Background: an optimization exercise with open tools, aiming at small area, a short achievable clock period and few clock cycles. Do not read the settings as production practice.
The RTL was checked by simulation tests, not by an equivalence proof against the original design.
No activity file was given, so power comes from the tool's default toggle rates.

File: design/flow/flow/run.sh
#!/bin/bash
# Standard ORFS layout (the standard.sh) with these changes, all within
# the design's SDC and clock period:
#  - timing repair aimed below the clock period, held to the worst endpoint;
#  - port buffers start as buf_2 (repair may resize them);
#  - clock tree built from clkbuf_8 in clusters of up to 16 sinks, without
#    dummy loads.
set -euo pipefail
bash standard.sh \
  SETUP_SLACK_MARGIN=6.5 \
  TNS_END_PERCENT=0 \
  "BUFFER_PORTS_ARGS=-buffer_cell sky130_fd_sc_hd__buf_2" \
  "CTS_ARGS=-sink_clustering_enable -repair_clock_nets -dont_use_dummy_load -sink_clustering_size 16 -sink_clustering_max_diameter 50 -buf_list {sky130_fd_sc_hd__clkbuf_8}" \
  finish > orfs_make.log 2>&1
File: design/flow/constraint.sdc
create_clock -name core_clock -period 10.0 [get_ports {clk}]
set_input_delay 2.0000 -clock core_clock [delete_from_list [all_inputs] [get_ports {clk}]]
set_output_delay 2.0000 -clock core_clock [all_outputs]
set_load 0.01 [all_outputs]
File: design/flow/standard.sh
#!/bin/bash
# synth_recipe.tcl (not shown) runs the flow's synth.tcl, then flattens the netlist and writes it again
# the make line also repeats each setting of config.mk as NAME=value (left out here)
make -C /OpenROAD-flow-scripts/flow DESIGN_CONFIG=/design/flow/config.mk WORK_HOME=/design/flow/orfs CLKGATE_MAP_FILE= SYNTH_SCRIPT=/design/flow/synth_recipe.tcl "${@:-finish}"
File: design/flow/design.v
module alu(
    input  wire logic [31:0] in1_i,
    input  wire logic [31:0] in2_i,
    input  wire logic [7:0]  sel_i,      
    input  wire logic        cin_i,      
    input  wire logic        right_i,    
    input  wire logic        arith_i,    
    input  wire logic [4:0]  shamt_i,    
    output      logic [31:0] sum_o,      
    output      logic        eq_o,
    output      logic        lt_o,
    output      logic        ltu_o,
    output      logic [31:0] out_o
    );
    logic [32:0] addc;
    logic [31:0] x;
    logic [31:0] sr, sl, rin;
    logic [32:0] srx;
    always_comb begin
        addc  = {in1_i, 1'b1} + {in2_i, cin_i};
        sum_o = addc[32:1];
        x     = in1_i ^ in2_i;
        eq_o  = ~|x;
        ltu_o = in1_i < in2_i;
        lt_o  = ltu_o ^ in1_i[31] ^ in2_i[31];
        for (int i = 0; i < 32; i++) rin[i] = right_i ? in1_i[i] : in1_i[31-i];
        srx = $signed({arith_i & in1_i[31], rin}) >>> shamt_i;
        sr  = srx[31:0];
        for (int i = 0; i < 32; i++) sl[i] = sr[31-i];
        out_o = ({32{sel_i[0]}} & sum_o)
              | ({32{sel_i[1]}} & sl)
              | {31'd0, (sel_i[2] & lt_o) | (sel_i[3] & ltu_o)}
              | ({32{sel_i[4]}} & x)
              | ({32{sel_i[5]}} & sr)
              | ({32{sel_i[6]}} & (in1_i | in2_i))
              | ({32{sel_i[7]}} & (in1_i & in2_i));
    end
endmodule
module register_file(
    input  wire logic        clk,
    input  wire logic [31:0] in_i,
    input  wire logic [4:0]  in_sel_i,
    input  wire logic        in_en_i,
    input  wire logic [4:0]  out_sel_i,
    output      logic [31:0] out_o
    );
    logic [31:0] regs[31:1];
    always_ff @(posedge clk) begin
        for (int i = 1; i < 32; i++)
            if (in_en_i && in_sel_i == i[4:0])
                regs[i] <= in_i;
    end
    always_comb begin
        out_o = 32'd0;
        for (int i = 1; i < 32; i++)
            out_o = out_o | (regs[i] & {32{out_sel_i == i[4:0]}});
    end
endmodule
module decoder(
    input  wire logic [31:0] instr_i,
    output      logic        is_op_o,        
    output      logic        is_upper_o,     
    output      logic        is_lui_o,
    output      logic        is_jal_o,
    output      logic        is_jalr_o,
    output      logic        is_branch_o,
    output      logic        is_mem_o,       
    output      logic        is_store_o,
    output      logic        use_rs2_o,      
    output      logic        wr_rd_o,        
    output      logic [31:0] imm_o,          
    output      logic [31:0] timm_o          
    );
    logic [4:0] op;
    always_comb begin
        op = instr_i[6:2];
        is_op_o     = ~op[4] &  op[2] & ~op[0];
        is_upper_o  = ~op[4] &  op[2] &  op[0];
        is_lui_o    = ~op[4] &  op[3];
        is_jal_o    =  op[4] &  op[1];
        is_jalr_o   =  op[4] & ~op[1] & op[0];
        is_branch_o =  op[4] & ~op[0];
        is_mem_o    = ~op[4] & ~op[2] & ~op[0];
        is_store_o  =  op[3];           
        use_rs2_o   =  op[3] & (op[2] | (op[4] & ~op[0]));
        wr_rd_o     = (op[4] & op[0]) | (~op[4] & op[2]);
        imm_o = {{21{instr_i[31]}}, instr_i[30:25], (~op[4] & ~op[2] & op[3]) ? instr_i[11:7] : instr_i[24:20]};
        if (~op[4])
            timm_o = {instr_i[31:12], 12'd0};
        else if (op[1])
            timm_o = {{12{instr_i[31]}}, instr_i[19:12], instr_i[20], instr_i[30:21], 1'b0};
        else
            timm_o = {{20{instr_i[31]}}, instr_i[7], instr_i[30:25], instr_i[11:8], 1'b0};
    end
endmodule
module processor(
    input wire logic       clk,
    input wire logic       reset_i,
    output      logic        sel_o,
    output      logic [31:0] addr_o,
    output      logic        we_o,
    output      logic [3:0]  wr_mask_o,
    input  wire logic [31:0] data_in_i,
    output      logic [31:0] data_out_o,
    input  wire logic        ack_i
    );
    typedef enum logic [1:0] {
        FETCH,       
        RD,          
        EX,          
        MEM          
    } state_t;
    state_t      state;
    logic [31:0] ir;
    logic [31:2] pc;             
    logic [31:0] op_a;
    logic [31:0] op_b;
    logic [4:0]  shamt;          
    logic        b_fix;          
    logic [7:0]  x_sel;          
    logic        x_link;         
    logic        x_upper;        
    logic        x_sub;
    logic        x_right;
    logic        x_arith;
    logic [31:2] x_tsum;         
    logic [4:0]  ld_rd;
    logic [2:0]  ld_f3;
    logic        w_en;
    logic [4:0]  w_rd;
    logic [31:0] w_val;
    logic        is_op, is_upper, is_lui, is_jal, is_jalr, is_branch;
    logic        is_mem, is_store, use_rs2, wr_rd;
    logic [31:0] imm, timm;
    decoder decoder(
        .instr_i(ir),
        .is_op_o(is_op),
        .is_upper_o(is_upper),
        .is_lui_o(is_lui),
        .is_jal_o(is_jal),
        .is_jalr_o(is_jalr),
        .is_branch_o(is_branch),
        .is_mem_o(is_mem),
        .is_store_o(is_store),
        .use_rs2_o(use_rs2),
        .wr_rd_o(wr_rd),
        .imm_o(imm),
        .timm_o(timm)
    );
    logic [2:0]  f3;
    logic [4:0]  rd, rs1, rs2, in_rs2;
    assign f3     = ir[14:12];
    assign rd     = ir[11:7];
    assign rs1    = ir[19:15];
    assign rs2    = ir[24:20];
    assign in_rs2 = data_in_i[24:20];
    logic [31:0] rf_out;
    register_file register_file(
        .clk(clk),
        .in_i(w_val),
        .in_sel_i(w_rd),
        .in_en_i(w_en),
        .out_sel_i(state == RD ? rs1 : in_rs2),
        .out_o(rf_out)
    );
    logic [31:0] src1, src2;
    assign src1 = (w_en && w_rd == rs1) ? w_val : rf_out;
    assign src2 = b_fix ? w_val : op_b;
    logic        is_sub;
    assign is_sub = is_op & (f3 == 3'b000) & ir[30] & ir[5];
    logic [31:0] alu_sum, alu_out;
    logic        alu_eq, alu_lt, alu_ltu;
    alu alu(
        .in1_i(op_a),
        .in2_i(op_b),
        .sel_i(x_sel),
        .cin_i(x_sub),
        .right_i(x_right),
        .arith_i(x_arith),
        .shamt_i(shamt),
        .sum_o(alu_sum),
        .eq_o(alu_eq),
        .lt_o(alu_lt),
        .ltu_o(alu_ltu),
        .out_o(alu_out)
    );
    logic [31:0] tsum;
    logic        cond, taken;
    logic [31:0] wb_x;
    logic [31:0] ld_val;
    logic [31:2] inc_in, inc;
    logic [3:0]  st_mask;
    always_comb begin
        tsum = ({pc, 2'b00} & {32{~(is_upper & is_lui)}}) + timm;
        case (f3[2:1])
            2'b00:   cond = alu_eq;
            2'b10:   cond = alu_lt;
            default: cond = alu_ltu;
        endcase
        taken = (is_branch & (cond ^ f3[0])) | is_jal | is_jalr;
        wb_x = alu_out
             | ({32{x_link}} & addr_o)
             | ({32{x_upper}} & {x_tsum, 2'b00});
        case (ld_f3[1:0])
            2'b00: begin
                case (addr_o[1:0])
                    2'b00: ld_val[7:0] = data_in_i[7:0];
                    2'b01: ld_val[7:0] = data_in_i[15:8];
                    2'b10: ld_val[7:0] = data_in_i[23:16];
                    default: ld_val[7:0] = data_in_i[31:24];
                endcase
                ld_val[31:8] = {24{~ld_f3[2] & ld_val[7]}};
            end
            2'b01: begin
                ld_val[15:0] = addr_o[1] ? data_in_i[31:16] : data_in_i[15:0];
                ld_val[31:16] = {16{~ld_f3[2] & ld_val[15]}};
            end
            default: ld_val = data_in_i;
        endcase
        inc_in = (state == MEM) ? pc : addr_o[31:2];
        inc    = inc_in + 30'd1;
        case (f3[1:0])
            2'b00:   st_mask = 4'b0001 << alu_sum[1:0];
            2'b01:   st_mask = alu_sum[1] ? 4'b1100 : 4'b0011;
            default: st_mask = 4'b1111;
        endcase
    end
    always_ff @(posedge clk) begin
        w_en  <= 1'b0;
        w_rd  <= rd;
        w_val <= wb_x;
        for (int i = 0; i < 8; i++)
            x_sel[i] <= is_op & (f3 == i[2:0]);
        x_link  <= is_jal | is_jalr;
        x_upper <= is_upper;
        x_sub   <= is_sub;
        x_right <= f3[2];
        x_arith <= f3[2] & ir[30];
        x_tsum  <= tsum[31:2];
        case (state)
            FETCH: begin
                sel_o <= 1'b1;
                if (sel_o && ack_i) begin
                    ir     <= data_in_i;
                    pc     <= addr_o[31:2];
                    op_b   <= rf_out;
                    b_fix  <= 1'b0;
                    addr_o <= {inc, 2'b00};
                    state  <= RD;
                end
            end
            RD: begin
                op_a    <= src1;
                op_b    <= use_rs2 ? (is_sub ? ~src2 : src2) : imm;
                shamt   <= use_rs2 ? src2[4:0] : imm[4:0];
                case (f3[1:0])
                    2'b00:   data_out_o <= {4{src2[7:0]}};
                    2'b01:   data_out_o <= {2{src2[15:0]}};
                    default: data_out_o <= src2;
                endcase
                state <= EX;
            end
            EX: begin
                w_en <= wr_rd & (rd != 5'd0);
                if (ack_i) begin
                    ir     <= data_in_i;
                    pc     <= addr_o[31:2];
                    op_b   <= rf_out;
                    b_fix  <= wr_rd & (rd != 5'd0) & (rd == in_rs2);
                    ld_rd  <= rd;
                    ld_f3  <= f3;
                    if (taken) begin
                        addr_o <= is_jalr ? {alu_sum[31:1], 1'b0} : {x_tsum, 2'b00};
                        state  <= FETCH;
                    end else if (is_mem) begin
                        addr_o    <= alu_sum;
                        we_o      <= is_store;
                        wr_mask_o <= st_mask;
                        state     <= MEM;
                    end else begin
                        addr_o <= {inc, 2'b00};
                        state  <= RD;
                    end
                end
            end
            default: begin   
                w_rd  <= ld_rd;
                w_val <= ld_val;
                if (ack_i) begin
                    w_en   <= ~we_o & (ld_rd != 5'd0);
                    b_fix  <= ~we_o & (ld_rd != 5'd0) & (ld_rd == rs2);
                    we_o   <= 1'b0;
                    addr_o <= {inc, 2'b00};
                    state  <= RD;
                end
            end
        endcase
        if (reset_i) begin
            state  <= FETCH;
            sel_o  <= 1'b0;
            addr_o <= 32'd0;
            we_o   <= 1'b0;
            w_en   <= 1'b0;
        end
    end
endmodule
File: design/flow/config.mk
export PLATFORM = sky130hd
export DESIGN_NAME = processor
export DESIGN_NICKNAME = processor
export VERILOG_FILES = /design/flow/design.v
export SDC_FILE = /design/flow/constraint.sdc
export NUM_CORES = 4
export LEC_CHECK = 0
export CAP_MARGIN = 20
export CORE_MARGIN = 2
export CORE_UTILIZATION = 40
export SLEW_MARGIN = 20
==> impl_metrics.toml, run 1 <==
[outcome]
status = "finished clean"

[synthesis]
synthFlopType = "edfxtp_1"
yosysTopAreaCell = "edfxtp_1"
synth_edf_count = 1166
synth.distinct_cells = 86
synth_cells = 4256
synthArstFlopShare = 0
synth_warnings = 5
synth_fp_nets = 4423
synth_top_area_frac = 0.610
yosysSeqAreaShare = 0.651
yosys_register_bits = 1283
synth_area_leaders = "edfxtp_1, a22oi_1, dfxtp_1"
synth_area_per_cell_um2 = 13.5
syn_area_mm2 = 0.0574

[placed_design]
gp_congestion = 1.02
post_dp_cell_area_mm2 = 0.0606
hpwl_mm = 134
pre_cts_slack_ns = 4.48
port_buffers = 104

[final_layout]
final_util = 0.464
area_growth_pct = 14.7
drive_above_1_share = 0.198
final_area_mm2 = 0.0658
multi_input_area_mm2 = 0.0199
layout.nets = 4663
fillers = 12524
regArea_mm2 = 0.0374

[job]
max-cap-violations = 0

[floorplan]
initial_core_util = 0.404
dieArea_mm2 = 0.146
rows = 138
ios = 105
core_mm2 = 0.142
die_h_um = 383
die_w_um = 383

[clock_network]
cts.reportedPaths.clkPinSlew_ns = 0.09
cts_tree = "yes"
clockBufferDepth = 3
clock_latency_ns = 0.92
cts_max_level = 3
cts.sinks = 1283
ctsHoldBuffers = 0
cts_root_buffer = "clkbuf_8"
cts_buffers = 117

[min_path]
hold_path.class = "flip-flop to flip-flop"

[route]
dr.pass1.iters = 8
avgViaCountPerCell = 6.64
vias = 42437
ant_nets = 0
drt-total-wl_mm = 235
drcViolationCount = 0
wl_per_cell_um = 36.8
drtIter0Drc = 6965

[timing]
tightestPinTransition_ns = 1.25
finalWorstSetupSlack_ns = 6.17
finalSetupViolations = 0
period_minus_slack_ns = 3.83
fin_tns_setup_ns = 0
relSlewSlack = 0.162
hold_viol_final = 0
finalClockSkew_ns = 0.176
max_freq_ghz = 0.261
finalMaxSlewViolations = 0
post-route-period-util = 0.383
holdWs_ns = 0.536
rsz0062_at_grt = "true"

[pwr]
vdd_ir_drop_max_mv = 0.121
p_leak_uw = 0.0222
p_per_area_mw_per_mm2 = 179

[setup_path]
cp-end-kind = "flip-flop"
arrival_ns = 4.35
crit_fanout = 32
cp_data_required_time_ns = 10.52
crit_type = "input port to flip-flop"
startpoint_type = "input port"

[global_route]
antenna_found_initial = 10
grt_use_total = 0.312
grt-ovfl-total = 0
grt_start_max_net_pins = 79
grt_pass1_vias = 39530
grt_pass1_wl_mm = 319
==> power breakdown <==
| part | internal (uW) | switching (uW) | leakage, uW |
|---|---|---|---|
| registers | 6190 | 331 | 0.0118 |
| logic | 908 | 1640 | 0.00952 |
| clock network | 1030 | 1690 | 0.000841 |
| total | 8130 | 3660 | 0.0222 |
==> state kept, by name, indices dropped and copies added, names as in the netlist, 4 cells and up <==
| signal | flops |
|---|---|
| shamt | 5 |
| x_sel | 8 |
| wr_mask_o | 4 |
| w_val | 32 |
| register_file.regs | 992 |
| op_b | 32 |
| op_a | 32 |
| data_out_o | 32 |
| w_rd | 5 |
| ir | 30 |
| x_tsum | 30 |
| pc | 30 |
| addr_o | 32 |
| ld_rd | 5 |
==> cells in the final DEF (no fill, tap or decap), types with 94 or more instances in the layout <==
cell,n
clkbuf_8,117
dfxtp_1,94
edfxtp_1,1166
nand3_1,111
a22oi_1,307
ha_1,110
nand2_1,190
buf_2,99
nor2_1,239
a21oi_1,223
o21ai_0,104
buf_4,192
inv_1,128
a221oi_1,94
==> metrics by stage <==
stage	power (uW)	cells
2_1_floorplan	7780	4256
3_3_place_gp	8730	6102
3_5_place_dp	8750	6102
4_1_cts	11600	6370
5_1_grt	12100	6385
6_report	11800	6387
==> routing by layer <==
| metal | wire [um] | share of wire | vias up | global-route usage |
|---|---|---|---|---|
| li1 | - | - | 17158 | - |
| met1 | 82600 | 0.35 | 21346 | 0.382 |
| met5 | 63 | 0.00027 | - | 0 |
| met2 | 107000 | 0.45 | 3179 | 0.492 |
| met4 | 18400 | 0.078 | 10 | 0.208 |
| met3 | 27100 | 0.12 | 744 | 0.0769 |
==> final timing paths <==
check | start | end | slack, ns | cells after the start
max | data_in_i[24] | op_a[2] | 6.17 | 10
max reg2reg | op_a[0] | w_val[14] | 6.22 | 11
min reg2reg | x_tsum[18] | addr_o[18] | 0.54 | 2
min | x_tsum[18] | addr_o[18] | 0.54 | 2
==> Yosys cell counts (all sizes together) (11+ instances only) <==
master,instances
a22o,83
or2,12
nand3,113
nor2b,26
a22oi,315
buf,91
or3,22
or4,25
ha,130
and3,11
a221oi,132
xnor2,81
and2,38
inv,136
mux4,34
o2111ai,20
nand3b,14
nor3,65
mux2i,77
o21ai,118
xor2,46
a32oi,22
o211ai,46
nand4,54
a222oi,33
edfxtp,1166
o21a,65
o31ai,13
nand2,193
a21o,32
dfxtp,117
a211oi,46
nand2b,18
nor2,274
a21oi,234
a31oi,19
mux2,61
clkbuf,181
==> critical path: stages <==
cell and delay [ns]:
buf_4 0.16, mux2i_4 0.23, clkbuf_16 0.22, nor3_2 0.06, buf_6 0.24, a22o_1 0.29, a221oi_1 0.24, nand3_1 0.14
or4_4 0.47, mux2_4 0.28
==> kinds of logic after synthesis <==
family | Yosys count | share of synthesized area
fa+ha+maj | 132 | 0.0291
simple gates | 890 | 0.0750
buf+inv | 410 | 0.0294
flops | 1283 | 0.651
compound gates | 1242 | 0.157
xor+xnor | 127 | 0.0194
mux | 172 | 0.0388
==> area by class of cell <==
cell class,instances,area share
flip-flops and latches,1283,0.568
multi-input cells,2565,0.302
repair buffers,391,0.0609
well taps,1890,0.0359
clock buffers,117,0.0245
inverters,138,0.00799
diodes,3,0.000114
==> what timing repair did <==
action | CTS | global route
gates cloned | 19 | 1
buffers inserted | 132 | 13
setup endpoints to repair | 205 | 163
pin swaps | 48 | 30
gates resized for setup | 251 | 59
Testbench counts, summed over its fixed seeds: cycles 107,048.
==> run 2: changes to the inputs <==
--- a/design/flow/config.mk
+++ b/design/flow/config.mk
@@ -7,5 +7,5 @@
 export LEC_CHECK = 0
 export CAP_MARGIN = 20
 export CORE_MARGIN = 2
-export CORE_UTILIZATION = 40
+export CORE_UTILIZATION = 50
 export SLEW_MARGIN = 20
==> run 2 against run 1 <==
Cell count shrank 6.2%. Via count decreased by 0.92%. Non-clock buffer count fell by 42. Die area fell by 20%. First-iteration DRC count increased by 4.5%. Sequential cell count unchanged. Critical path depth increased by 2. Area after synthesis is the same. Clock power up 7%. Fmax decreased by 2.3%. Power grew 1.8%. Sequential share of layout area is 0.90 points higher. Critical path type unchanged.
==> impl_metrics.toml, run 2 <==
[synthesis]
synth_area_leaders = "edfxtp_1, a22oi_1, dfxtp_1"
synthArstFlopShare = 0
yosysSeqAreaShare = 0.651
syn_area_mm2 = 0.0574
synth_most_common_cell = "edfxtp_1"
yosysTopAreaCell = "edfxtp_1"
ys_top_cells_by_count = "edfxtp_1, a22oi_1, nor2_1"
synth_top_area_frac = 0.610
yosys_register_bits = 1283
synth.distinct_cells = 86
synthFlopType = "edfxtp_1"
synth_edf_count = 1166
synth_area_per_cell_um2 = 13.5
synth_fp_nets = 4423
synth_warnings = 5
synth_cells = 4256

[clock_network]
cts_root_buffer = "clkbuf_8"
cts.reportedPaths.clkPinSlew_ns = 0.09
cts_buffers = 132
clock_latency_ns = 0.93
cts_max_level = 4
cts.sinks = 1283
cts_tree = "yes"
clockBufferDepth = 3

[setup_path]
crit_type = "input port to flip-flop"
arrival_ns = 4.56
startpoint_type = "input port"
max_stage_delay_ns = 0.47
crit_fanout = 32
cp-end-kind = "flip-flop"
cp_data_required_time_ns = 10.63
slowest_stage = "or3_4"
crit_chain = "buf_4, nor3b_2, a31oi_4, buf_12, buf_4, nor3_4, buf_12, a22o_1, a221oi_2, nand4_1, or3_4, mux2_4"
r2r_setup_slack_ns = 6.12

[placed_design]
hpwl_mm = 133
gp_congestion = 1.02
port_buffers = 104

[floorplan]
dieArea_mm2 = 0.117
die_h_um = 343
die_w_um = 343
initial_core_util = 0.503
rows = 124
core_mm2 = 0.114
ios = 105

[pwr]
vdd_ir_drop_max_mv = 0.148
p_sw_uw = 3770
comb_power_share = 0.213
p_clk_frac = 0.243
p_leak_uw = 0.0219
p_per_area_mw_per_mm2 = 185
p_sw_frac = 0.314
pwr-share-seq = 0.544
p_int_uw = 8230

[final_layout]
drive_above_1_share = 0.184
top_register = "register_file.regs"
layout.nets = 4635
area_growth_pct = 12.9
final_cell_mix = "edfxtp_1, a22oi_1, nor2_1, a21oi_1, nand2_1"
final_common_cell = "edfxtp_1"
final_util = 0.568
largest_reg_flops = 992

[route]
drtIter0Drc = 7280
dr.pass1.iters = 8
drcViolationCount = 0
drt-total-wl_mm = 235
wl_per_cell_um = 39.2
avgViaCountPerCell = 7.02
vias = 42048
ant_nets = 0

[timing]
finalMaxSlewViolations = 0
tightestPinTransition_ns = 1.21
rsz0062_at_grt = "true"
max_freq_ghz = 0.255
hold_viol_final = 0
holdWs_ns = 0.502
fin_tns_setup_ns = 0
finalSetupViolations = 0
relSlewSlack = 0.191
period_minus_slack_ns = 3.93
finalClockSkew_ns = 0.125
post-route-period-util = 0.393

[global_route]
antenna_found_initial = 8
grt_pass1_vias = 38913
grt_pass1_wl_mm = 316
grt_use_total = 0.393
grt-ovfl-total = 0
grt_start_max_net_pins = 87

[job]
max-cap-violations = 0

[min_path]
hold_path.class = "flip-flop to flip-flop"

[outcome]
status = "finished clean"
run 2: critical path: cells and delay by family:
family / cells / cell delay, ns
AOI/OAI and AO/OA: 3 / 0.71
buffers and inverters: 4 / 0.65
muxes: 1 / 0.29
and+or+nand+nor: 4 / 0.81
run 2: path summary, 6_finish.rpt:
check                 from          to  cells past startpoint
max          data_in_i[20]    op_a[27]                     12
max reg2reg       op_a[10]  addr_o[25]                     13
min reg2reg       x_sel[2]    w_val[0]                      2
min               x_sel[2]    w_val[0]                      2
run 2: per-layer routing:
layer,share of wire,GRT usage
met3,0.11,0.0792
met5,0.00017,0
met2,0.46,0.616
met1,0.35,0.500
met4,0.079,0.256
run 2: cell families (layout without fill, tap and decap cells):
family	count (synthesis)	after routing	share of synthesized area
other	0	11	0
buffers and inverters	410	619	0.0294
muxes	172	172	0.0388
xor gates and xnor gates	127	127	0.0194
and+or+nand+nor	890	891	0.0750
AOI/OAI and AO/OA	1242	1242	0.157
adders and majority gates	132	132	0.0291
DFF	1283	1283	0.651
run 2: power by group through the flow:
stage | sequential [uW] | combinational, uW | clock [uW]
after global placement | 6640 | 2180 | 0
after global routing | 6530 | 2640 | 3110
after floorplan | 6500 | 1280 | 0
after detailed placement | 6640 | 2180 | 0
final | 6530 | 2550 | 2920
after CTS | 6500 | 2420 | 2920
run 2: cell type report:
type | instances | area, um^2
repair buffers | 349 | 3480
flip-flops and latches | 1283 | 37400
clock buffers | 132 | 1820
fillers | 9245 | 49300
diodes | 11 | 27.5
inverters | 138 | 524
well taps | 1512 | 1890
multi-input cells | 2564 | 19600
run 2: timing repair:
action                                  4_1_cts  5_1_grt
hold buffers                                  0        0
setup buffers                                89       20
pin swaps                                    46       20
gates cloned                                 15        3
endpoints found under the setup margin      166      168
resized for setup                           217       31
run 2: per-stage QoR:
| step | setup slack [ns] | area (um^2) | std cells | total power, uW |
|---|---|---|---|---|
| 2_1_floorplan | 5.69 | 57500 | 4256 | 7780 |
| 3_3_place_gp | 4.58 | 60100 | 5719 | 8810 |
| 3_5_place_dp | 4.54 | 60100 | 5719 | 8820 |
| 4_1_cts | 6.22 | 64300 | 5955 | 11800 |
| 5_1_grt | 6.04 | 64700 | 5981 | 12300 |
| 6_report | 6.07 | 64700 | 5989 | 12000 |
==> run 3: changes to the inputs <==
==> design/flow/flow/run.sh (replaced) <==
#!/bin/bash
# Standard ORFS layout (the standard.sh) with these changes, all within
# the design's SDC and clock period:
#  - placement not routability-driven;
#  - timing repair aimed below the clock period, held to the worst endpoint;
#  - port buffers start as buf_2 (repair may resize them);
#  - clock tree built from clkbuf_8 in clusters of up to 16 sinks, without
#    dummy loads.
set -euo pipefail
bash standard.sh \
  SETUP_SLACK_MARGIN=6.5 \
  TNS_END_PERCENT=0 \
  GPL_ROUTABILITY_DRIVEN=0 \
  "BUFFER_PORTS_ARGS=-buffer_cell sky130_fd_sc_hd__buf_2" \
  "CTS_ARGS=-sink_clustering_enable -repair_clock_nets -dont_use_dummy_load -sink_clustering_size 16 -sink_clustering_max_diameter 50 -buf_list {sky130_fd_sc_hd__clkbuf_8}" \
  finish > orfs_make.log 2>&1
--- a/design/flow/config.mk
+++ b/design/flow/config.mk
@@ -7,5 +7,5 @@
 export LEC_CHECK = 0
 export CAP_MARGIN = 20
 export CORE_MARGIN = 2
-export CORE_UTILIZATION = 50
+export CORE_UTILIZATION = 40
 export SLEW_MARGIN = 20
==> run 3 against run 2 <==
Still clean on timing, DRC and antenna. Power decreased by 2.3%. Final area decreased by 0.20%. Register-to-register slack improved by 0.04 ns. Clock power decreased by 6%. Cell count increased by 5.9%. Clock-buffer cell count decreased by 12. Largest cell class unchanged. Largest power group unchanged.
==> impl_metrics.toml, run 3 <==
[pwr]
p_per_area_mw_per_mm2 = 181
p_leak_uw = 0.0217
p_clk_frac = 0.235
p_sw_uw = 3620
pwr-share-seq = 0.555
p_sw_frac = 0.309
p_int_uw = 8100
comb_power_share = 0.211
vdd_ir_drop_max_mv = 0.108

[setup_path]
arrival_ns = 4.55
startpoint_type = "flip-flop"
crit_type = "flip-flop to flip-flop"
slowest_stage = "or4_4"
cp_data_required_time_ns = 10.71
crit_chain = "inv_2, ha_1, or4_4, o211a_1, o211ai_4, buf_12, a21o_2, a2111oi_2, or3_4, buf_4, a32oi_1, a211oi_2"
max_stage_delay_ns = 0.58
cp-end-kind = "flip-flop"
crit_family = "compound AO/OA/AOI/OAI gates"
critPathBufInv = 3
crit_fanout = 13

[route]
drt-total-wl_mm = 229
drtIter0Drc = 7337
drcViolationCount = 0
avgViaCountPerCell = 6.60
ant_nets = 0
vias = 41874
dr.pass1.iters = 6
wl_per_cell_um = 36.0

[synthesis]
yosysTopAreaCell = "edfxtp_1"
yosysSeqAreaShare = 0.651
synth_edf_count = 1166
synthFlopType = "edfxtp_1"
synth_warnings = 5
ys_top_cells_by_count = "edfxtp_1, a22oi_1, nor2_1"
synth.distinct_cells = 86
synth_cells = 4256
synthArstFlopShare = 0
syn_area_mm2 = 0.0574
synth_area_leaders = "edfxtp_1, a22oi_1, dfxtp_1"
synth_fp_nets = 4423
synth_top_area_frac = 0.610
synth_most_common_cell = "edfxtp_1"
yosys_register_bits = 1283
synth_area_per_cell_um2 = 13.5

[timing]
fin_tns_setup_ns = 0
finalMaxSlewViolations = 0
holdWs_ns = 0.534
post-route-period-util = 0.384
finalSetupViolations = 0
max_freq_ghz = 0.261
hold_viol_final = 0
relSlewSlack = 0.0903
tightestPinTransition_ns = 1.36
period_minus_slack_ns = 3.84
finalClockSkew_ns = 0.173
rsz0062_at_grt = "true"

[final_layout]
area_growth_pct = 12.6
final_util = 0.455
fillers = 12561
final_area_mm2 = 0.0646
final_cell_mix = "edfxtp_1, a22oi_1, nor2_1, a21oi_1, nand2_1"
fin_cells = 6342
drive_above_1_share = 0.179
layout.nets = 4617
final_common_cell = "edfxtp_1"
largest_reg_flops = 992
top_register = "register_file.regs"

[clock_network]
cts.sinks = 1283
cts_tree = "yes"
clock_latency_ns = 0.92
cts_max_level = 3
cts_buffers = 120
clockBufferDepth = 3
cts_root_buffer = "clkbuf_8"
cts.reportedPaths.clkPinSlew_ns = 0.10
ctsHoldBuffers = 0

[placed_design]
post_dp_cell_area_mm2 = 0.0606
dp.cells = 6101
hpwl_mm = 131
port_buffers = 104

[global_route]
antenna_found_initial = 10
grt_pass1_vias = 39066
grt_use_total = 0.304
grt_start_max_net_pins = 83
grt_pass1_wl_mm = 311
grt-ovfl-total = 0

[floorplan]
dieArea_mm2 = 0.146
ios = 105
die_w_um = 383
die_h_um = 383
core_mm2 = 0.142
rows = 138
initial_core_util = 0.404

[min_path]
hold_path.class = "flip-flop to flip-flop"

[outcome]
status = "finished clean"

[job]
max-cap-violations = 0
==> run 3: worst paths after layout <==
| path | slack [ns] | cells past startpoint | from | end |
|---|---|---|---|---|
| worst min-delay path | 0.53 | 2 | x_tsum[18] | addr_o[18] |
| worst min register to register | 0.53 | 2 | x_tsum[18] | addr_o[18] |
| worst max-delay path | 6.17 | 12 | op_b[4] | addr_o[9] |
| worst max register to register | 6.17 | 12 | op_b[4] | addr_o[9] |
==> run 3: repair_timing <==
action / CTS / global route
gates resized for setup: 208 / 25
cloned: 11 / 1
pin swaps: 41 / 11
setup buffers: 97 / 8
endpoints found under the hold margin: 0 / 0
setup endpoints to repair: 190 / 167
==> run 3: through the flow <==
| stage | total power [uW] | setup slack, ns |
|---|---|---|
| after floorplan | 7780 | 5.69 |
| after global placement | 8710 | 4.48 |
| after detailed placement | 8730 | 4.45 |
| after CTS | 11600 | 6.30 |
| after global routing | 12000 | 6.12 |
| final | 11700 | 6.17 |
==> run 3: tightest hold or removal path: cells and delay by family (launching register included) <==
kind	cells	cell delay (ns)
AOI/OAI and AO/OA	1	0.09
DFF	1	0.32
and+or+nand+nor	1	0.08
==> run 3: cells by family after synthesis <==
| family | Yosys count | synth area share |
|---|---|---|
| AOI/OAI and AO/OA | 1242 | 0.157 |
| xor gates and xnor gates | 127 | 0.0194 |
| adders and majority gates | 132 | 0.0291 |
| and+or+nand+nor | 890 | 0.0750 |
| DFF | 1283 | 0.651 |
| buffers and inverters | 410 | 0.0294 |
| muxes | 172 | 0.0388 |
==> run 3: power by group through the flow <==
stage / clock, uW / sequential [uW] / combinational [uW]
finish: 2750 / 6500 / 2470
floorplan: 0 / 6500 / 1280
global placement: 0 / 6630 / 2080
global route: 2960 / 6510 / 2560
detailed placement: 0 / 6630 / 2100
CTS: 2760 / 6480 / 2360
==> run 3: per-layer routing <==
layer / vias up / GRT usage / routed length, um
met2: 3090 / 0.485 / 105000
met3: 719 / 0.0633 / 25400
li1: 17053 / - / -
met4: 6 / 0.185 / 16700
met5: - / 0 / 40
met1: 21006 / 0.379 / 81300
==> run 3: area by class of cell <==
| type | instances | area, um^2 | area share |
|---|---|---|---|
| antenna | 4 | 10.0 | 0.000155 |
| clock buffer | 120 | 1650 | 0.0256 |
| inverter | 138 | 526 | 0.00813 |
| multi-input combinational | 2565 | 19500 | 0.302 |
| sequential | 1283 | 37400 | 0.579 |
| tap | 1890 | 2360 | 0.0366 |
| timing repair buffer | 342 | 3160 | 0.0490 |
==> run 4: changes to the inputs <==
--- a/design/flow/design.v
+++ b/design/flow/design.v
@@ -42,6 +42,8 @@
     input  wire logic [4:0]  in_sel_i,
     input  wire logic        in_en_i,
     input  wire logic [4:0]  out_sel_i,
+    input  wire logic        byp_i,
+    input  wire logic [31:0] byp_val_i,
     output      logic [31:0] out_o
     );
     logic [31:0] regs[31:1];
@@ -51,9 +53,9 @@
                 regs[i] <= in_i;
     end
     always_comb begin
-        out_o = 32'd0;
+        out_o = byp_val_i & {32{byp_i}};
         for (int i = 1; i < 32; i++)
-            out_o = out_o | (regs[i] & {32{out_sel_i == i[4:0]}});
+            out_o = out_o | (regs[i] & {32{~byp_i && out_sel_i == i[4:0]}});
     end
 endmodule
 module decoder(
@@ -117,6 +119,7 @@
     logic [31:0] op_b;
     logic [4:0]  shamt;          
     logic        b_fix;          
+    logic        a_byp;          
     logic [7:0]  x_sel;          
     logic        x_link;         
     logic        x_upper;        
@@ -161,10 +164,12 @@
         .in_sel_i(w_rd),
         .in_en_i(w_en),
         .out_sel_i(state == RD ? rs1 : in_rs2),
+        .byp_i(a_byp && state == RD),
+        .byp_val_i(w_val),
         .out_o(rf_out)
     );
     logic [31:0] src1, src2;
-    assign src1 = (w_en && w_rd == rs1) ? w_val : rf_out;
+    assign src1 = rf_out;           
     assign src2 = b_fix ? w_val : op_b;
     logic        is_sub;
     assign is_sub = is_op & (f3 == 3'b000) & ir[30] & ir[5];
@@ -245,6 +250,7 @@
                     pc     <= addr_o[31:2];
                     op_b   <= rf_out;
                     b_fix  <= 1'b0;
+                    a_byp  <= 1'b0;
                     addr_o <= {inc, 2'b00};
                     state  <= RD;
                 end
@@ -258,6 +264,7 @@
                     2'b01:   data_out_o <= {2{src2[15:0]}};
                     default: data_out_o <= src2;
                 endcase
+                a_byp <= 1'b0;
                 state <= EX;
             end
             EX: begin
@@ -267,6 +274,7 @@
                     pc     <= addr_o[31:2];
                     op_b   <= rf_out;
                     b_fix  <= wr_rd & (rd != 5'd0) & (rd == in_rs2);
+                    a_byp  <= wr_rd & (rd != 5'd0) & (rd == data_in_i[19:15]);
                     ld_rd  <= rd;
                     ld_f3  <= f3;
                     if (taken) begin
@@ -289,6 +297,7 @@
                 if (ack_i) begin
                     w_en   <= ~we_o & (ld_rd != 5'd0);
                     b_fix  <= ~we_o & (ld_rd != 5'd0) & (ld_rd == rs2);
+                    a_byp  <= ~we_o & (ld_rd != 5'd0) & (ld_rd == rs1);
                     we_o   <= 1'b0;
                     addr_o <= {inc, 2'b00};
                     state  <= RD;
==> design/flow/flow/run.sh (replaced) <==
#!/bin/bash
# Standard ORFS layout (the standard.sh) with these changes, all within
# the design's SDC and clock period:
#  - timing repair aimed below the clock period, held to the worst endpoint;
#  - port buffers start as buf_2 (repair may resize them);
#  - clock tree built from clkbuf_8 in clusters of up to 16 sinks, without
#    dummy loads.
set -euo pipefail
bash standard.sh \
  SETUP_SLACK_MARGIN=6.5 \
  TNS_END_PERCENT=0 \
  "BUFFER_PORTS_ARGS=-buffer_cell sky130_fd_sc_hd__buf_2" \
  "CTS_ARGS=-sink_clustering_enable -repair_clock_nets -dont_use_dummy_load -sink_clustering_size 16 -sink_clustering_max_diameter 50 -buf_list {sky130_fd_sc_hd__clkbuf_8}" \
  finish > orfs_make.log 2>&1
==> run 4 against run 3 <==
Still clean. Synthesized cell count grew 1.2%. Setup slack worse by 0.17 ns. Routed wire length rose by 0.20%. Register-to-register slack lost 0.17 ns. Clock-buffer cell count is 10 higher. Clock skew fell by 0.017 ns. Sequential power decreased by 1%. Sequential cell count up 1. Global-route usage increased by 0.22 points. Clock power is 5% higher. Power up 2.1%.
==> impl_metrics.toml, run 4 <==
[synthesis]
syn_area_mm2 = 0.0572
synth_cells = 4308
yosysTopAreaCell = "edfxtp_1"
synth_area_per_cell_um2 = 13.3
synthArstFlopShare = 0
synthFlopType = "edfxtp_1"
synth_edf_count = 1167
yosys_register_bits = 1284
synth.distinct_cells = 81
ys_top_cells_by_count = "edfxtp_1, a22oi_1, nor2_1"
synth_warnings = 5
synth_most_common_cell = "edfxtp_1"
synth_top_area_frac = 0.613
synth_fp_nets = 4475
yosysSeqAreaShare = 0.654
synth_area_leaders = "edfxtp_1, a22oi_1, dfxtp_1"

[final_layout]
drive_above_1_share = 0.174
final_cell_mix = "edfxtp_1, a22oi_1, nor2_1, nand2_1, a21oi_1"
final_util = 0.454
top_register = "register_file.regs"
regArea_mm2 = 0.0374
multi_input_area_mm2 = 0.0195
layout.nets = 4673
final_common_cell = "edfxtp_1"
fillers = 12710
largest_reg_flops = 992
area_growth_pct = 12.5

[setup_path]
slowest_stage = "edfxtp_1"
crit_fanout = 7
cp_data_required_time_ns = 10.73
crit_top_cell = "o211ai_1"
crit_chain = "inv_1, ha_1, o211ai_1, o211ai_1, a41o_1, o2111ai_2, a311oi_4, a31oi_1, o21ai_0, xor2_2, a21oi_1, nor2_1"
cp-end-kind = "flip-flop"
arrival_ns = 4.74
startpoint_type = "flip-flop"
crit_type = "flip-flop to flip-flop"
max_stage_delay_ns = 0.48

[placed_design]
hpwl_mm = 136
gp_congestion = 0.989
port_buffers = 104

[global_route]
grt_pass1_vias = 38930
grt_start_max_net_pins = 87
grt_pass1_wl_mm = 313
grt-ovfl-total = 0
grt_use_total = 0.306
antenna_found_initial = 8

[pwr]
p_leak_uw = 0.0217
p_per_area_mw_per_mm2 = 186
vdd_ir_drop_max_mv = 0.144

[timing]
period_minus_slack_ns = 4.01
rsz0062_at_grt = "true"
finalMaxSlewViolations = 0
relSlewSlack = 0.229
post-route-period-util = 0.401
finalClockSkew_ns = 0.157
finalSetupViolations = 0
hold_viol_final = 0
tightestPinTransition_ns = 1.15
fin_tns_setup_ns = 0
max_freq_ghz = 0.249

[floorplan]
die_w_um = 382
core_mm2 = 0.142
ios = 105
dieArea_mm2 = 0.146
initial_core_util = 0.403
rows = 138
die_h_um = 382

[route]
drcViolationCount = 0
drt-total-wl_mm = 229
vias = 41361
drtIter0Drc = 6662
dr.pass1.iters = 6
ant_nets = 0
avgViaCountPerCell = 6.46
wl_per_cell_um = 35.8

[clock_network]
cts.reportedPaths.clkPinSlew_ns = 0.09
clock_latency_ns = 0.92
cts.sinks = 1284
cts_tree = "yes"
cts_buffers = 130
cts_max_level = 4
clockBufferDepth = 3
ctsHoldBuffers = 0
cts_root_buffer = "clkbuf_8"

[min_path]
hold_path.class = "flip-flop to flip-flop"

[job]
max-cap-violations = 0

[outcome]
status = "finished clean"
-- run 4: cell types whose count changed after synthesis, sizes merged, moves of 25 or more --
cell,previous run,this run
nand3,113,168
nor2,274,311
nand2,193,241
a22o,83,110
o21a,65,20
a222oi,33,0
a221oi,132,168
o211ai,46,21
mux2,61,26
-- run 4: what timing repair did --
action / 4_1_cts / 5_1_grt
resized for setup: 217 / 5
buffers inserted: 95 / 7
gates cloned: 4 / 0
endpoints found under the hold margin: 0 / 0
setup endpoints to repair: 173 / 168
pin swaps: 38 / 4
-- run 4: path summary, 6_finish.rpt --
check / start / end / slack (ns) / depth (start not counted)
max: op_a[3] / w_val[30] / 5.99 / 12
min: state[1] / state[1] / 0.55 / 2
max reg2reg: op_a[3] / w_val[30] / 5.99 / 12
min reg2reg: state[1] / state[1] / 0.55 / 2
-- run 4: per-stage QoR --
stage                     total power, uW  cells  hold WS [ns]  instance area [um^2]  setup WS [ns]
after floorplan                      7780   4308         0.424                 57500           5.79
after global placement               8810   6158         0.528                 60600           4.69
after detailed placement             8820   6158         0.537                 60600           4.64
after CTS                           11900   6387         0.553                 64200           6.16
after global routing                12300   6396         0.570                 64300           5.93
final                               12000   6399         0.551                 64300           5.99
-- run 4: area by class of cell --
type                       instances  area share
timing repair buffer             342      0.0427
clock buffer                     130      0.0278
tap                             1890      0.0368
inverter                         129     0.00759
multi-input combinational       2619       0.303
sequential                      1284       0.581
antenna                            5    0.000195
-- run 4: power by group --
group,total [uW],internal [uW],switching (uW)
sequential,6420,6180,236
clock,2880,1160,1730
combinational,2670,876,1790
total,12000,8210,3750
-- run 4: routing by layer --
metal / track usage / wire [um] / share of wire / up-vias
li1: - / - / - / 17101
met1: 0.397 / 86600 / 0.38 / 21078
met2: 0.496 / 107000 / 0.47 / 2664
met3: 0.0546 / 22000 / 0.096 / 514
met4: 0.150 / 12900 / 0.057 / 4
met5: 0 / 34 / 0.00015 / -
-- run 4: cell families after synthesis --
logic type / Yosys count / synth area share
AOI/OAI and AO/OA: 1227 / 0.154
xor gates and xnor gates: 145 / 0.0222
adders and majority gates: 132 / 0.0291
buffers and inverters: 405 / 0.0278
DFF: 1284 / 0.654
muxes: 137 / 0.0320
and+or+nand+nor: 978 / 0.0807
-- run 4: critical path: cells and delay by family, from the launching register on --
kind	cells	cell delay [ns]
XOR/XNOR	1	0.36
buffers and inverters	1	0.07
AO/OA/AOI/OAI	8	2.26
AND/OR/NAND/NOR	1	0.25
adder cells (fa/ha/maj)	1	0.44
flip-flops	1	0.48
Testbench counts of run 4, summed over its fixed seeds: cycles 107,048.
==> run 5: changes to the inputs <==
==> design/flow/flow/run.sh (replaced) <==
#!/bin/bash
# Standard ORFS layout (the standard.sh) with these changes, all within
# the design's SDC and clock period:
#  - placement not routability-driven;
#  - timing repair aimed below the clock period, held to the worst endpoint;
#  - port buffers start as buf_2 (repair may resize them);
#  - clock tree built from clkbuf_8 in clusters of up to 16 sinks, without
#    dummy loads.
set -euo pipefail
bash standard.sh \
  SETUP_SLACK_MARGIN=6.5 \
  TNS_END_PERCENT=0 \
  GPL_ROUTABILITY_DRIVEN=0 \
  "BUFFER_PORTS_ARGS=-buffer_cell sky130_fd_sc_hd__buf_2" \
  "CTS_ARGS=-sink_clustering_enable -repair_clock_nets -dont_use_dummy_load -sink_clustering_size 16 -sink_clustering_max_diameter 50 -buf_list {sky130_fd_sc_hd__clkbuf_8}" \
  finish > orfs_make.log 2>&1
==> run 5 against run 4 <==
Still clean. Sequential cell count unchanged. Non-clock buffer count up 12. Final area about the same. Cell count unchanged. Via count up 1.0%. Register-to-register slack about the same. First-iteration DRC count up 6.6%. Sequential share of layout area about the same. Fmax down 0.21%. Clock skew up 0.011 ns. Routed wire length down 3.1%. Largest cell class unchanged. Clock-buffer cell count down 11.
==> impl_metrics.toml, run 5 <==
[outcome]
status = "finished clean"

[global_route]
grt.met3_usage = 0.0569
grt_pass1_wl_mm = 306
antenna_found_initial = 7
grt_start_max_net_pins = 83
met2_usage = 0.468
use_met1 = 0.381
grt-ovfl-total = 0
grt_use_total = 0.296
grt_pass1_vias = 39133
busiest_layer = "met2"

[pwr]
vdd_ir_drop_max_mv = 0.113
p_leak_uw = 0.0216
p_per_area_mw_per_mm2 = 185

[floorplan]
core_mm2 = 0.142
die_w_um = 382
ios = 105
rows = 138
initial_core_util = 0.403
die_h_um = 382
dieArea_mm2 = 0.146

[route]
dr.pass1.iters = 18
drcViolationCount = 0
ant_nets = 0
drt-total-wl_mm = 222
drtIter0Drc = 7103
avgViaCountPerCell = 6.53
vias = 41773
wl_per_cell_um = 34.7

[clock_network]
cts_buffers = 119
cts_tree = "yes"
cts.reportedPaths.clkPinSlew_ns = 0.08
clockBufferDepth = 3
clock_latency_ns = 0.91
cts_root_buffer = "clkbuf_8"
cts_max_level = 3
cts.sinks = 1284

[synthesis]
synthFlopType = "edfxtp_1"
synth_most_common_cell = "edfxtp_1"
synth_top_area_frac = 0.613
yosysTopAreaCell = "edfxtp_1"
synth_edf_count = 1167
ys_top_cells_by_count = "edfxtp_1, a22oi_1, nor2_1"
synth.distinct_cells = 81
synth_cells = 4308
yosys_register_bits = 1284
synth_fp_nets = 4475
synthArstFlopShare = 0
syn_area_mm2 = 0.0572
synth_warnings = 5
yosysSeqAreaShare = 0.654
synth_area_leaders = "edfxtp_1, a22oi_1, dfxtp_1"
synth_area_per_cell_um2 = 13.3

[final_layout]
final_common_cell = "edfxtp_1"
area_growth_pct = 12.4
top_register = "register_file.regs"
drive_above_1_share = 0.175
final_util = 0.453
largest_reg_flops = 992
final_cell_mix = "edfxtp_1, a22oi_1, nor2_1, nand2_1, a21oi_1"
layout.nets = 4676

[min_path]
min_from = "sel_o"
holdPathStages = 2
hold_path.class = "flip-flop to flip-flop"
min_to = "sel_o"

[setup_path]
crit_fanout = 15
crit_type = "flip-flop to flip-flop"
cp_data_required_time_ns = 10.67
r2r.worst_path.cells = 14
timing.rr.end = "addr_o[27]"
arrival_ns = 4.69
r2r_start = "op_b[29]"
startpoint_type = "flip-flop"
r2r_setup_slack_ns = 5.98
cp-end-kind = "flip-flop"

[timing]
max_freq_ghz = 0.249
relSlewSlack = 0.269
hold_viol_final = 0
rsz0062_at_grt = "true"
finalClockSkew_ns = 0.167
finalSetupViolations = 0
post-route-period-util = 0.402
finalMaxSlewViolations = 0
fin_tns_setup_ns = 0
tightestPinTransition_ns = 1.09
period_minus_slack_ns = 4.02

[job]
max-cap-violations = 0

[placed_design]
port_buffers = 104
hpwl_mm = 129
## run 5: cell count changes in the layout (fill, tap and decap cells not counted), moves of 6 or more
cell      change
inv_1         -8
ha_4          +6
buf_4         +6
inv_2         +8
clkbuf_8     -11
## run 5: power by group
part	switching, uW	internal, uW	total [uW]	leakage (uW)
logic	1820	900	2720	0.00903
clock network	1710	1050	2750	0.000856
registers	209	6180	6390	0.0117
total	3730	8130	11900	0.0216
## run 5: worst max path at each step
| stage | startpoint | to | slack [ns] | depth (start not counted) |
|---|---|---|---|---|
| 6_report | op_b[29] | addr_o[27] | 5.98 | 14 |
| 3_5_place_dp | data_in_i[21] | op_b[19] | 4.65 | 11 |
| 3_3_place_gp | data_in_i[20] | op_b[7] | 4.71 | 11 |
| 5_1_grt | op_b[29] | addr_o[27] | 5.94 | 14 |
| 4_1_cts | op_b[27] | addr_o[18] | 6.15 | 16 |
| 2_1_floorplan | data_in_i[21] | op_b[4] | 5.79 | 11 |
## run 5: logic make-up after synthesis
group | share of synthesized area
xor gates and xnor gates | 0.0222
and+or+nand+nor | 0.0807
DFF | 0.654
muxes | 0.0320
AOI/OAI and AO/OA | 0.154
buffers and inverters | 0.0278
adders and majority gates | 0.0291
## run 5: per-stage QoR
step	instances	area (um^2)	hold slack, ns	setup slack [ns]	power [uW]
after floorplan	4308	57500	0.424	5.79	7780
after CTS	6392	64100	0.545	6.15	11700
after global routing	6399	64300	0.559	5.94	12100
after global placement	6159	60600	0.528	4.71	8750
final	6399	64300	0.546	5.98	11900
after detailed placement	6159	60600	0.533	4.65	8760
## run 5: per-layer routing
metal | wire (um) | part of all wire
met5 | 42 | 0.00019
met4 | 15000 | 0.068
met3 | 24100 | 0.11
met2 | 102000 | 0.46
met1 | 81100 | 0.37
## run 5: critical path, stage by stage, from the launching register on
cell      delay (ns)
edfxtp_1        0.47
inv_2           0.12
ha_4            0.24
nor4_4          0.45
nand4_1         0.20
buf_6           0.19
or3_1           0.42
a21oi_2         0.25
o31ai_2         0.16
a21o_1          0.21
a311o_2         0.42
buf_12          0.18
a221o_1         0.32
a21oi_1         0.11
nor3_1          0.06
## run 5: area by class of cell
| cell class | count | area (um^2) |
|---|---|---|
| Clock buffer | 119 | 1640 |
| Timing Repair Buffer | 354 | 2790 |
| Antenna cell | 2 | 5.00 |
| Sequential cell | 1284 | 37400 |
| Multi-Input combinational cell | 2621 | 19600 |
| Fill cell | 12527 | 77500 |
| Tap cell | 1890 | 2360 |
| Inverter | 129 | 488 |
## run 5: what timing repair did
action	CTS	global route
setup buffers	112	5
endpoints found under the setup margin	185	169
hold buffers	0	0
pin swaps	39	13
cloned	2	0
gates resized for setup	197	36
==> run 6: changes to the inputs <==
--- a/design/flow/design.v
+++ b/design/flow/design.v
@@ -42,8 +42,6 @@
     input  wire logic [4:0]  in_sel_i,
     input  wire logic        in_en_i,
     input  wire logic [4:0]  out_sel_i,
-    input  wire logic        byp_i,
-    input  wire logic [31:0] byp_val_i,
     output      logic [31:0] out_o
     );
     logic [31:0] regs[31:1];
@@ -53,9 +51,9 @@
                 regs[i] <= in_i;
     end
     always_comb begin
-        out_o = byp_val_i & {32{byp_i}};
+        out_o = 32'd0;
         for (int i = 1; i < 32; i++)
-            out_o = out_o | (regs[i] & {32{~byp_i && out_sel_i == i[4:0]}});
+            out_o = out_o | (regs[i] & {32{out_sel_i == i[4:0]}});
     end
 endmodule
 module decoder(
@@ -119,7 +117,6 @@
     logic [31:0] op_b;
     logic [4:0]  shamt;          
     logic        b_fix;          
-    logic        a_byp;          
     logic [7:0]  x_sel;          
     logic        x_link;         
     logic        x_upper;        
@@ -164,12 +161,10 @@
         .in_sel_i(w_rd),
         .in_en_i(w_en),
         .out_sel_i(state == RD ? rs1 : in_rs2),
-        .byp_i(a_byp && state == RD),
-        .byp_val_i(w_val),
         .out_o(rf_out)
     );
     logic [31:0] src1, src2;
-    assign src1 = rf_out;           
+    assign src1 = (w_en && w_rd == rs1) ? w_val : rf_out;
     assign src2 = b_fix ? w_val : op_b;
     logic        is_sub;
     assign is_sub = is_op & (f3 == 3'b000) & ir[30] & ir[5];
@@ -250,7 +245,6 @@
                     pc     <= addr_o[31:2];
                     op_b   <= rf_out;
                     b_fix  <= 1'b0;
-                    a_byp  <= 1'b0;
                     addr_o <= {inc, 2'b00};
                     state  <= RD;
                 end
@@ -264,7 +258,6 @@
                     2'b01:   data_out_o <= {2{src2[15:0]}};
                     default: data_out_o <= src2;
                 endcase
-                a_byp <= 1'b0;
                 state <= EX;
             end
             EX: begin
@@ -274,7 +267,6 @@
                     pc     <= addr_o[31:2];
                     op_b   <= rf_out;
                     b_fix  <= wr_rd & (rd != 5'd0) & (rd == in_rs2);
-                    a_byp  <= wr_rd & (rd != 5'd0) & (rd == data_in_i[19:15]);
                     ld_rd  <= rd;
                     ld_f3  <= f3;
                     if (taken) begin
@@ -297,7 +289,6 @@
                 if (ack_i) begin
                     w_en   <= ~we_o & (ld_rd != 5'd0);
                     b_fix  <= ~we_o & (ld_rd != 5'd0) & (ld_rd == rs2);
-                    a_byp  <= ~we_o & (ld_rd != 5'd0) & (ld_rd == rs1);
                     we_o   <= 1'b0;
                     addr_o <= {inc, 2'b00};
                     state  <= RD;
==> design/flow/run.sh (new file) <==
#!/bin/bash
# synth_recipe.tcl (not shown) runs the flow's synth.tcl, then flattens the netlist and writes it again
# the make line also repeats each setting of config.mk as NAME=value (left out here)
make -C /OpenROAD-flow-scripts/flow DESIGN_CONFIG=/design/flow/config.mk WORK_HOME=/design/flow/orfs CLKGATE_MAP_FILE= SYNTH_SCRIPT=/design/flow/synth_recipe.tcl finish
--- a/design/flow/config.mk
+++ b/design/flow/config.mk
@@ -8,4 +8,9 @@
 export CAP_MARGIN = 20
 export CORE_MARGIN = 2
 export CORE_UTILIZATION = 40
+export CTS_BUF_LIST = sky130_fd_sc_hd__clkbuf_8
+export CTS_CLUSTER_DIAMETER = 50
+export CTS_CLUSTER_SIZE = 16
+export SETUP_SLACK_MARGIN = 5
 export SLEW_MARGIN = 20
+export TNS_END_PERCENT = 0
removed: design/flow/flow/run.sh
removed: design/flow/standard.sh
==> run 6 against run 5 <==
Clock power up 25%. Still clean. Setup slack worse by 1.1 ns. Critical endpoint is now addr_o[24]. Register-to-register slack worse by 1.1 ns.
==> impl_metrics.toml, run 6 <==
[outcome]
status = "finished clean"

[route]
drcViolationCount = 0
vias = 40879
drtIter0Drc = 6664
wl_met3_mm = 23.1
dr.pass1.iters = 8
drt-total-wl_mm = 226
route.met2.wl_mm = 105
ant_nets = 0
wl_per_cell_um = 35.9
wl_met1_mm = 84.6
highest_layer = "met5"
avgViaCountPerCell = 6.49

[timing]
finalClockSkew_ns = 0.0938
rsz0062_at_grt = "true"
finalMaxSlewViolations = 0
tightestPinTransition_ns = 1.26
post-route-period-util = 0.514
relSlewSlack = 0.159
period_minus_slack_ns = 5.14
fin_tns_setup_ns = 0
finalSetupViolations = 0
holdWs_ns = 0.534
hold_viol_final = 0
max_freq_ghz = 0.195

[synthesis]
synthFlopType = "edfxtp_1"
yosysTopAreaCell = "edfxtp_1"
synth_fp_nets = 4423
yosys_register_bits = 1283
synth_warnings = 5
synth_edf_count = 1166
yosysSeqAreaShare = 0.651
synth_area_per_cell_um2 = 13.5
synth_most_common_cell = "edfxtp_1"
ys_top_cells_by_count = "edfxtp_1, a22oi_1, nor2_1"
synth_top_area_frac = 0.610
synth_area_leaders = "edfxtp_1, a22oi_1, dfxtp_1"
syn_area_mm2 = 0.0574
synth_cells = 4256
synth.distinct_cells = 86
synthArstFlopShare = 0

[floorplan]
die_h_um = 383
initial_core_util = 0.404
die_w_um = 383
dieArea_mm2 = 0.146
core_mm2 = 0.142
rows = 138
ios = 105

[clock_network]
clock_latency_ns = 0.92
cts.reportedPaths.clkPinSlew_ns = 0.09
cts.sinks = 1283
cts_tree = "yes"
ctsHoldBuffers = 0
cts_root_buffer = "clkbuf_8"
clockBufferDepth = 3
cts_buffers = 115
cts_max_level = 3

[setup_path]
arrival_ns = 5.92
crit_type = "flip-flop to flip-flop"
crit_fanout = 26
cp-end-kind = "flip-flop"
startpoint_type = "flip-flop"
crit_family = "simple AND/OR/NAND/NOR gates"
crit_chain = "inv_1, ha_1, nor4_2, and4_1, nand3_1, a21o_1, a2111oi_2, or3_1, o211ai_1, a311oi_2"
cp_data_required_time_ns = 10.78
slowest_stage = "or3_1"
max_stage_delay_ns = 0.89
critPathBufInv = 1

[pwr]
vdd_ir_drop_max_mv = 0.116
p_per_area_mw_per_mm2 = 193
p_leak_uw = 0.0211

[final_layout]
area_growth_pct = 10.9
final_cell_mix = "edfxtp_1, a22oi_1, nor2_1, a21oi_1, nand2_1"
drive_above_1_share = 0.122
largest_reg_flops = 992
fillers = 12832
regArea_mm2 = 0.0374
fin_cells = 6303
final_common_cell = "edfxtp_1"
multi_input_area_mm2 = 0.0188
final_util = 0.448
top_register = "register_file.regs"
layout.nets = 4497

[min_path]
hold_path.class = "flip-flop to flip-flop"

[placed_design]
port_buffers = 104
dp.cells = 6102
gp_congestion = 0.961
hpwl_mm = 140

[global_route]
antenna_found_initial = 12
grt-ovfl-total = 0
grt_pass1_vias = 38585
grt_use_total = 0.302
grt_start_max_net_pins = 85
grt_pass1_wl_mm = 309

[job]
max-cap-violations = 0
[run 6: repair_timing]
item,4_1_cts,5_1_grt
setup endpoints to repair,13,45
gates resized for setup,1,1
buffers inserted,0,1
[run 6: metal layers]
metal / up-vias / GRT usage
met5: - / 0
met4: 10 / 0.152
met3: 564 / 0.0588
met2: 2756 / 0.485
met1: 20670 / 0.390
li1: 16879 / -
[run 6: kinds of logic (layout without fill, tap and decap cells)]
logic type	after synthesis	after routing	synth area share
fa+ha+maj	132	132	0.0291
buf+inv	410	565	0.0294
mux	172	172	0.0388
compound gates	1242	1242	0.157
simple gates	890	890	0.0750
flops	1283	1283	0.651
xor+xnor	127	127	0.0194
other cells	0	2	0
[run 6: power breakdown]
group	leakage (uW)	switching (uW)	total [uW]	internal, uW
clock	0.00134	1990	3430	1450
combinational	0.00793	1520	2250	735
sequential	0.0118	384	6570	6190
[run 6: path summary, 6_finish.rpt]
kind,startpoint,end,slack (ns),depth (start not counted)
hold reg to reg,x_tsum[18],addr_o[18],0.53,2
setup / recovery,op_b[29],addr_o[24],4.86,10
hold / removal,x_tsum[18],addr_o[18],0.53,2
setup reg to reg,op_b[29],addr_o[24],4.86,10
[run 6: cell type report]
type / count / area share
Inverter: 138 / 0.00814
Antenna cell: 2 / 0.0000787
Clock inverter: 83 / 0.0156
Tap cell: 1890 / 0.0372
Sequential cell: 1283 / 0.587
Multi-Input combinational cell: 2563 / 0.296
Timing Repair Buffer: 229 / 0.0311
Clock buffer: 115 / 0.0249
[run 6: metrics by stage]
step / power (uW) / setup WS [ns] / area (um^2)
3_3_place_gp: 8850 / 3.90 / 61000
4_1_cts: 12200 / 4.99 / 63600
6_report: 12300 / 4.86 / 63600
5_1_grt: 12600 / 4.78 / 63600
2_1_floorplan: 7770 / 5.21 / 57400
3_5_place_dp: 8860 / 3.84 / 61000
[run 6: worst reg2reg max path: stages (launching register included)]
cell,delay (ns)
edfxtp_1,0.67
inv_1,0.14
ha_1,0.46
nor4_2,0.78
and4_1,0.50
nand3_1,0.27
a21o_1,0.29
a2111oi_2,0.40
or3_1,0.89
o211ai_1,0.34
a311oi_2,0.28
Testbench counts of run 6, summed over its fixed seeds: cycles 107,048.

port drivers added, routing unchanged:
The results above use ideal ports. As a check the final layouts listed here were re-extracted and re-timed, cells and wires unchanged.
Step 1 sets driving cells, clkbuf_16 on the clock port and buf_2 on the other inputs (assumed; they add their load-dependent delay and slew).
Step 2 moves the port delays by t, midway between the first and last clock arrival at a register: inputs arrive t later, outputs are due t later. That takes back most of the time a late clock gives input paths.
Three values: ideal, step 1, step 2; two values: the first two.
run	shift t [ns]	slack for setup (ns)	clock arrival spread, ns
run 1	0.891	6.165 / 6.211 / 5.320	0.216 / 0.216
run 2	0.938	6.073 / 6.120 / 5.182	0.135 / 0.135
run 3	0.906	6.165 / 6.165 / 5.293	0.200 / 0.200
run 4	0.918	5.990 / 5.990 / 5.170	0.156 / 0.156
run 5	0.907	5.982 / 5.982 / 5.151	0.167 / 0.168
run 6	0.952	4.864 / 4.864 / 3.997	0.101 / 0.101
After both steps every run listed still meets setup and hold. For run 2, which loses most, drivers alone change the setup slack by +0.047 ns; drivers and shift together by -0.891 ns.
